This design comes from an exercise in tuning for small area and a short achievable clock period on the open sky130 flow, not from production work.
Only simulation tests tie the RTL to the original design; equivalence was not proved.
No activity file was given, so power comes from the tool's default toggle rates.

<file path="config.mk">
export PLATFORM = sky130hd
export DESIGN_NAME = top
export DESIGN_NICKNAME = top
export VERILOG_FILES = /design/flow/design.v
export SDC_FILE = /design/flow/constraint.sdc
export NUM_CORES = 4
export LEC_CHECK = 0
export CAP_MARGIN = 20
export CORE_MARGIN = 2
export CORE_UTILIZATION = 30
export PLACE_DENSITY = 0.5
export SLEW_MARGIN = 20
</file>
<file path="constraint.sdc">
create_clock -name core_clock -period 12.0 [get_ports {CLK}]
set_input_delay 2.4000 -clock core_clock [delete_from_list [all_inputs] [get_ports {CLK}]]
set_output_delay 2.4000 -clock core_clock [all_outputs]
set_load 0.01 [all_outputs]
</file>
<file path="design.v">
module regPC(CLK, RST_n, IN, OUT);
input CLK, RST_n;
input [31 : 0] IN;
output [31 : 0] OUT;
reg [31 : 0] aux;
assign OUT = aux;
always_ff @(posedge CLK or negedge RST_n) 
begin
	if(!RST_n)
		aux = 0;
	else 
		aux = IN;
end
endmodule 
module ALU(Op, Zero, sol, Op1, Op2);
input [3:0] Op;
input [31:0] Op1, Op2;
output Zero;
output [31:0] sol;
reg [31:0] res;
assign Zero = (res == 0) ? 1'b1 : 1'b0;
assign sol = res;
always_comb
begin
	case(Op)
		4'b0000 : res = Op1 + Op2;	 
		4'b1000 : res = Op1 - Op2;  
		4'b0001 : res = Op1 << Op2;  
		4'b0010 : res = (Op1 < Op2) ? 1 : 0;  
		4'b0011 : res = (Op1 < Op2) ? 1 : 0;  
		4'b0100 : res = Op1 ^ Op2;	 
		4'b0101 : res = Op1 >> Op2;  
		4'b1101 : res = Op1 >> Op2;  
		4'b0110 : res = Op1 | Op2;	 
		4'b0111 : res = Op1 & Op2;  
		4'b1001 : res = (Op1 == Op2) ? 1 : 0;  
		4'b1111 : res = Op2;  
		default : res = 0;
	endcase
end
endmodule 
module ALUControl(ALUOP, IN, OUT);
input [1 : 0] ALUOP;
input [3 : 0] IN;
output reg [3 : 0] OUT;
always_comb
begin
	case(ALUOP)
		2'b00 : OUT = IN;
		2'b01 : OUT = 4'b1000;
		2'b10 : OUT = 4'b0000;
		2'b11 : OUT = 4'b1111;  
		default : OUT = 0;			
	endcase
end
endmodule 
module ImmGen (IN, OUT);
input [31 : 0] IN;
output [31 : 0] OUT;
logic [31:0] OUT_a;
assign OUT = OUT_a;
always_comb
begin
	case(IN[6:2])
		5'b00100 : OUT_a = {{20{IN[31]}},IN[31:20]};  
		5'b01000 : OUT_a = {{20{IN[31]}},IN[31:25],IN[11:7]};  
		5'b11000 : OUT_a = {{20{IN[31]}},IN[7],IN[30:25],IN[11:8],1'b0};  
		5'b01101 : OUT_a = {IN[31:12],12'b0};  
		5'b00101 : OUT_a = {{12{IN[31]}},IN[31:12]};  
		5'b11011 : OUT_a = {{12{IN[31]}},IN[19:12],IN[20],IN[30:21],1'b0};  
		5'b11001 : OUT_a = {{19{IN[31]}},IN[31:20],1'b0};  
		5'b00000 : OUT_a = {{20{IN[31]}},IN[31:20]};  
		default : OUT_a = 0;
	endcase
end
endmodule 
module registers(CLK, RST_N, Rreg1, Rreg2, Wreg, Wdata, RegWrite, Read1, Read2);
input [4:0] Rreg1, Rreg2, Wreg;
input [31:0] Wdata;
input RegWrite, CLK, RST_N;
output [31:0] Read1, Read2;
reg [31:0] regis [31:0];
integer i;
assign Read1 = regis[Rreg1][31:0];
assign Read2 = regis[Rreg2][31:0];
always_ff @(posedge CLK, negedge RST_N)
begin
	if(!RST_N)
		begin
			for (i=0;i<=31;i=i+1)
				regis[i][31:0] = 0;
		end
	else
		if(RegWrite)
			if(Wreg != 0)  
				regis[Wreg][31:0] = Wdata;			
end
endmodule 
module adder(Op1, Op2, Sol);
input [31 : 0] Op1, Op2;
output logic [31 : 0] Sol;
always_comb
begin
	Sol = Op1 + Op2;
end
endmodule 
module MUX(in1, in2, ctr, out);
input [31 : 0] in1, in2;
input ctr;
output [31 : 0] out;
assign out = (ctr == 1) ? in2 : in1;
endmodule 
module control(IN, Brach, PCRead, MemtoReg, ALUOP, MemWrite, ALUSrc, RegWrite, AddPC);
input [6:0] IN;
output reg Brach, PCRead, MemtoReg, MemWrite, ALUSrc, RegWrite, AddPC;
output reg [1:0] ALUOP;
always_comb
begin
	case(IN[6:2])
		5'b00000 : 	 
			begin
				ALUOP =  2'b10;
				Brach = 1'b0;
				PCRead = 1'b0;
				MemtoReg = 1'b1;
				MemWrite = 1'b0;
				ALUSrc = 1'b1;
				RegWrite = 1'b1;
				AddPC = 1'b0;
			end
		5'b00100 : 	 
			begin
				ALUOP =  2'b00;
				Brach = 1'b0;
				PCRead = 1'b0;
				MemtoReg = 1'b0;
				MemWrite = 1'b0;
				ALUSrc = 1'b1;
				RegWrite = 1'b1;
				AddPC = 1'b0;
			end
		5'b01000 : 	 
			begin
				ALUOP =  2'b10;
				Brach = 1'b0;
				PCRead = 1'b0;
				MemtoReg = 1'b0;
				MemWrite = 1'b1;
				ALUSrc = 1'b1;
				RegWrite = 1'b0;
				AddPC = 1'b0;
			end
		5'b01100 : 	 
			begin
				ALUOP =  2'b00;
				Brach = 1'b0;
				PCRead = 1'b0;
				MemtoReg = 1'b0;
				MemWrite = 1'b0;
				ALUSrc = 1'b0;
				RegWrite = 1'b1;
				AddPC = 1'b0;
			end
		5'b11000 : 	 
			begin
				ALUOP =  2'b00;
				Brach = 1'b1;
				PCRead = 1'b0;
				MemtoReg = 1'b0;
				MemWrite = 1'b0;
				ALUSrc = 1'b0;
				RegWrite = 1'b0;
				AddPC = 1'b0;
			end
		5'b11001 : 	 
			begin
				ALUOP =  2'b10;
				Brach = 1'b0;
				PCRead = 1'b1;
				MemtoReg = 1'b0;
				MemWrite = 1'b0;
				ALUSrc = 1'b0;
				RegWrite = 1'b1;
				AddPC = 1'b1;
			end
		5'b11011	:  
			begin
				ALUOP =  2'b10;
				Brach = 1'b0;
				PCRead = 1'b1;
				MemtoReg = 1'b0;
				MemWrite = 1'b0;
				ALUSrc = 1'b1;
				RegWrite = 1'b1;
				AddPC = 1'b1;
			end
		5'b01101 :  
			begin
				ALUOP =  2'b11;
				Brach = 1'b0;
				PCRead = 1'b0;
				MemtoReg = 1'b0;
				MemWrite = 1'b0;
				ALUSrc = 1'b1;
				RegWrite = 1'b1;
				AddPC = 1'b0;
			end
		5'b00101 :  
			begin
				ALUOP =  2'b00;
				Brach = 1'b0;
				PCRead = 1'b1;
				MemtoReg = 1'b0;
				MemWrite = 1'b0;
				ALUSrc = 1'b1;
				RegWrite = 1'b1;
				AddPC = 1'b1;
			end
		default :
			begin
				ALUOP =  2'b00;
				Brach = 1'b0;
				PCRead = 1'b0;
				MemtoReg = 1'b0;
				MemWrite = 1'b0;
				ALUSrc = 1'b0;
				RegWrite = 1'b0;
				AddPC = 1'b0;
			end
	endcase
end
endmodule 
module top(CLK, RST_N, idata, ddata_r, iaddr, daddr, ddata_w, WRam);
parameter N = 1024;
localparam n = $clog2(N);
input CLK, RST_N;
input [31 : 0] idata;
input [31 : 0] ddata_r;
output [n-1 : 0] iaddr, daddr;
output [31 : 0] ddata_w;
output WRam;
wire Zero, RegWrite;
wire [3 : 0] OP;
wire [31 : 0] AluRes, AluIn1, AluIn2;
wire [31 : 0] NeoPC;
wire [31 : 0] ADRESS;
wire [31 : 0] Add1, Add2;
wire [31 : 0] OutImm;
wire [31 : 0] Reg1, Reg2, WData;
wire [1:0] AluOP;
wire ctrAddSum, ctrReg1, ctrReg2, ctrRam, ctrAddSum_aux, AddPC;
assign ctrAddSum = (AddPC || (Zero && ctrAddSum_aux)) ? 1'b1 : 1'b0;
assign daddr = AluRes;
assign ddata_w = Reg2;
assign iaddr = ADRESS[n+1 : 2];
regPC PC_a(
	.CLK(CLK), 
	.RST_n(RST_N), 
	.IN(NeoPC), 
	.OUT(ADRESS));
ALU ALU(
	.Op(OP), 
	.Zero(Zero), 
	.sol(AluRes), 
	.Op1(AluIn1), 
	.Op2(AluIn2));
registers Registers(
	.CLK(CLK), 
	.RST_N(RST_N), 
	.Rreg1(idata[19:15]), 
	.Rreg2(idata[24:20]), 
	.Wreg(idata[11:7]), 
	.Wdata(WData), 
	.RegWrite(RegWrite), 
	.Read1(Reg1), 
	.Read2(Reg2));
ImmGen ImmGen(
	.IN(idata[31:0]), 
	.OUT(OutImm));
adder	 Add(
	.Op1(ADRESS), 
	.Op2(4), 
	.Sol(Add1));
adder	AddSum(
	.Op1(ADRESS), 
	.Op2(OutImm), 
	.Sol(Add2));
MUX MUXAddSum(
	.in1(Add1), 
	.in2(Add2), 
	.ctr(ctrAddSum), 
	.out(NeoPC));
MUX MUXReg2(
	.in1(Reg2), 
	.in2(OutImm), 
	.ctr(ctrReg2), 
	.out(AluIn2));	
MUX MUXReg1(
	.in1(Reg1), 
	.in2(Add1), 
	.ctr(ctrReg1), 
	.out(AluIn1));		
MUX MUXRam(
	.in1(AluRes), 
	.in2(ddata_r), 
	.ctr(ctrRam), 
	.out(WData));		
ALUControl	ALUControl(
	.ALUOP(AluOP), 
	.IN({idata[30],idata[14:12]}), 
	.OUT(OP));
control conrtol(
	.IN(idata[6:0]), 
	.Brach(ctrAddSum_aux), 
	.PCRead(ctrReg1), 
	.MemtoReg(ctrRam), 
	.ALUOP(AluOP), 
	.MemWrite(WRam), 
	.ALUSrc(ctrReg2), 
	.RegWrite(RegWrite),
	.AddPC(AddPC));
endmodule 
</file>
<file path="run.sh">
#!/bin/bash
# synth_recipe.tcl (not shown) runs the flow's synth.tcl, then flattens the netlist and writes it again
# the make line also repeats each setting of config.mk as NAME=value (left out here)
make -C /OpenROAD-flow-scripts/flow DESIGN_CONFIG=/design/flow/config.mk WORK_HOME=/design/flow/orfs CLKGATE_MAP_FILE= SYNTH_SCRIPT=/design/flow/synth_recipe.tcl finish
</file>
==> run summary <==
The pre-CTS setup slack came out at roughly 500 ps. The post-CTS setup buffer count came out at 0. The post-route minimum period came out at between 10000 and 15000 ps. The placed wire-length estimate after detailed placement is between 300 and 400 mm.

Port buffering added 116 buffers. The startpoint of the worst hold path is Registers.regis[0][18]$_DFFE_PN0P_. The unique cell type count in the Yosys netlist is roughly 110.

The final cell count without fillers is roughly 11000. Measured on the finished design, the core utilization comes to 35.8%. The share of power burned in combinational logic is between 30% and 40%. At the worst endpoint, the required time is about 9600 ps. The starting density of the core came out at slightly above 30%. The start point of the critical path is idata[18].

The total vias in the final route is 72825. The area of the core came out at 0.217 mm². The clock transition at the registers of the reported paths is ~60 ps. The overflow left after global routing came out at 0. The number of synthesized register bits is ~1100.

The number of failing setup endpoints in the final timing report is 0. The routability congestion estimate came out at ~1.0. In this run the core area contains 171 standard-cell rows. After layout, the worst setup slack is 160 ps. TritonCTS built the clock tree. The startpoint of the lowest-slack register-to-register path is Registers.regis[9][0]$_DFFE_PN0P_. The fraction of final layout cells sized beyond drive strength 1 came out at ~17%.

The clock insertion delay at the later pin of the skew report is 820 ps. Summing every instance area after synthesis gives around 0.066 mm². The number of nets with antenna violations after routing came out at 0.

Clock tree synthesis selected as its root buffer the cell clkbuf_16. The largest voltage drop on the vdd net is between 100 and 150 µV. The share of total power dissipated in the clock network is 30.9%. The depth of the CTS H-tree is 3. Derived from the worst setup path, the maximum achievable clock frequency is about 0.084 GHz. The internal power came out at between 7 and 8 mW. Setup repair after global routing left no endpoint under its margin. Entering global routing, the biggest net connects about 170 pins. Synthesis handed over a netlist of roughly 7700 instances.

The aggregate global-route resource usage came out at between 30% and 40%. The actual transition at the worst max-transition pin came out at between 1000 and 1500 ps. The kind of critical path is in2out. The run finished with no timing, DRC or antenna violations. The clock tree buffer depth is 3. The fraction of power spent switching nets came out at about two fifths. The instance count after placement with tap cells included is 10543. Data arrives at the worst endpoint at around 9400 ps. The placed instance area is 0.0736 mm².

The via count of the first global-routing pass is roughly 68000. From left edge to right edge, the die measures 472 µm. Across the run, the number of max-cap violations was 0. In the routed design, unresolved DRC markers number 0. In this run the worst hold path is classified as reg2reg. The clock sink count came out at between 1000 and 1500.

Once layout is done, the placed cells without fillers occupy between 0.07 and 0.08 mm². The height of the die is 472 µm. Along the worst path, the maximum fanout reaches 22.

The area of the die is between 0.2 and 0.25 mm². Wires add up to 444 mm. Counting every net in the synthesized netlist gives 7910. The iteration count of the initial detailed-routing pass is 7. The wire length per cell after detailed routing is between 40 and 50 µm.

The ratio of total power to cell area came out at roughly 160 mW/mm². The cts-stage hold buffer count is 0. The number of pins with negative max-slew slack in the final report is 0. The dominant synthesized flop cell is dfrtp_1.

The initial detailed-routing violation count is 12136. The post-cts sizing count is 0. The worst hold margin is slightly below 400 ps.

Summed over all cells, the static leakage comes to 35.4 nW. In the synthesized netlist the async set-or-reset flop fraction comes to between 90% and 100%. Using the TritonRoute via totals, the vias-per-cell ratio works out to between 6 and 7. The number of hold violations in the final report came to 0. Measured against its own limit, the worst slew margin works out to roughly an eighth. The sequential power share came out at 36.2%. The share of the cycle needed by the critical path after routing came out at approximately 99%.

STA classifies the critical path startpoint as an input pin. The setup skew after layout is about 60 ps. The count of yosys warnings during synthesis came out at 8. STA classifies the critical path endpoint as an output port. The initial antenna violation count is just over 60.

roughly 120 I/O pins were placed. Sequential cells were found to cover between 40% and 50% of the synthesized design area. The total negative setup slack came out at 0 ps.

The global-route wire length before repair came out at 597 mm. The number of flops mapped to enable cells by yosys is 0. For this run, the post-layout net count is 8008.

The total power is about 13 mW. The area growth from synthesis to layout is 18.4%. For this design the total switching power over the nets is between 5 and 6 mW. The mean instance size in the synthesized netlist came out at ~8.5 µm². TritonCTS created around 120 clock buffers.
-- synthesized netlist by cell type (55+ instances only) --
library cell | instances | area share [%]
inv_1 | 104 | 0.59
mux2_2 | 210 | 3.6
a22oi_1 | 360 | 4.1
dfrtp_1 | 1056 | 40
a221oi_1 | 71 | 0.95
nor4_1 | 55 | 0.52
a2111oi_0 | 153 | 2.0
a21oi_1 | 236 | 1.8
nor2_1 | 339 | 1.9
nand3_1 | 365 | 2.8
mux2i_1 | 125 | 1.9
clkbuf_1 | 601 | 3.4
ha_1 | 129 | 2.5
o21ai_0 | 953 | 7.3
and3_1 | 505 | 4.8
buf_2 | 110 | 0.84
nand4_1 | 190 | 1.8
nand2_1 | 1064 | 6.1
nor3_1 | 101 | 0.77
-- layout by cell type, fill, tap and decap left out, types with 108 or more instances in the layout --
cell type / count
o21ai_0: 944
clkbuf_16: 118
nor2_1: 284
nand2_1: 1030
a2111oi_0: 152
mux2_2: 210
nand3_1: 365
ha_1: 129
a21oi_1: 229
dfrtp_1: 1056
nand4_1: 190
a22oi_1: 360
buf_4: 589
and3_1: 503
mux2i_1: 108
-- sequential cells by signal, summed over array words and instances, names as in the netlist --
name	flops
PC_a.aux	32
Registers.regis	1024
-- routing by layer --
layer	up-vias	track usage, %	wire length, µm
li1	28818	-	-
met1	35982	46.1	160000
met2	5978	55.3	181000
met3	1995	14.9	59500
met4	52	30.5	43300
met5	-	0.844	587
-- power by group through the flow --
stage / clock, mW / sequential (mW) / combinational (mW)
after floorplan: 0 / 4.42 / 2.10
after global placement: 0 / 4.64 / 4.00
after detailed placement: 0 / 4.65 / 4.01
after CTS: 3.94 / 4.59 / 4.03
after global routing: 4.07 / 4.66 / 4.37
final: 3.94 / 4.61 / 4.19
-- cell families (layout without fill, tap and decap cells) --
family	after synthesis	in the layout	share of synthesized area, %
simple gates	2903	2903	21.9
compound gates	2332	2332	23.3
flops	1056	1056	40.2
buf+inv	895	1092	5.64
mux	343	343	5.70
fa+ha+maj	132	132	2.55
xor+xnor	51	51	0.680
other cells	0	34	0
-- critical path, stage by stage --
cell and delay, ps:
buf_2 600, nand2_1 610, nor2_4 1000, a22oi_1 250, nand4_1 120, or3_1 360
o221ai_1 240, buf_4 220, inv_1 70, ha_1 250, fa_1 240, nand2b_1 70
a21oi_1 210, o21ai_0 150, a211oi_1 450, nor2_1 120, o221ai_1 200, o31ai_1 130
nand2_1 240, nor2_1 70, o31a_1 120, a31oi_1 590, clkdlybuf4s50_1 670
-- area by class of cell --
| type | instances | area [µm²] |
|---|---|---|
| Clock buffer | 168 | 3430 |
| Timing Repair Buffer | 761 | 6730 |
| Tap cell | 2854 | 3570 |
| Multi-Input combinational cell | 5761 | 36500 |
| Inverter | 113 | 424 |
| Sequential cell | 1056 | 26400 |
| Clock inverter | 50 | 648 |
| Antenna cell | 34 | 85.1 |
| Fill cell | 22532 | 140000 |
-- final timing paths --
check	end	slack, ps	cells after the start
max in group asynchronous	Registers.regis[0][23]$_DFFE_PN0P_	7910	3
max	daddr[8]	160	23
min in group asynchronous	Registers.regis[24][31]$_DFFE_PN0P_	1670	1
min reg2reg	Registers.regis[0][18]$_DFFE_PN0P_	390	0
min	Registers.regis[0][18]$_DFFE_PN0P_	390	0
max reg2reg	PC_a.aux[1]$_DFFE_PN0P_	3520	29

[port drivers added, routing unchanged]
The results above use ideal ports. As a check the final layout listed here was re-extracted and re-timed, cells and wires unchanged. Step 1 (the two cells are an assumption about what drives the block):
set clk [get_ports {CLK}]
set_driving_cell -lib_cell sky130_fd_sc_hd__clkbuf_16 $clk
set_driving_cell -lib_cell sky130_fd_sc_hd__buf_2 [delete_from_list [all_inputs] $clk]
Step 2, shift: input delay + t, output delay - t, t = (earliest + latest rising clock arrival at the registers) / 2. This alone moves slack from input paths to output paths. Slacks: ideal / step 1 / step 2; pairs: ideal / step 1.
t (ns): 0.872
slack for setup (ns): 0.160 / 0.137 / 0.002
cell pins on the clock port's net: 1
After both steps setup and hold are still met in this run. For this run, drivers alone change the setup slack by -0.023 ns; drivers and shift together by -0.158 ns.
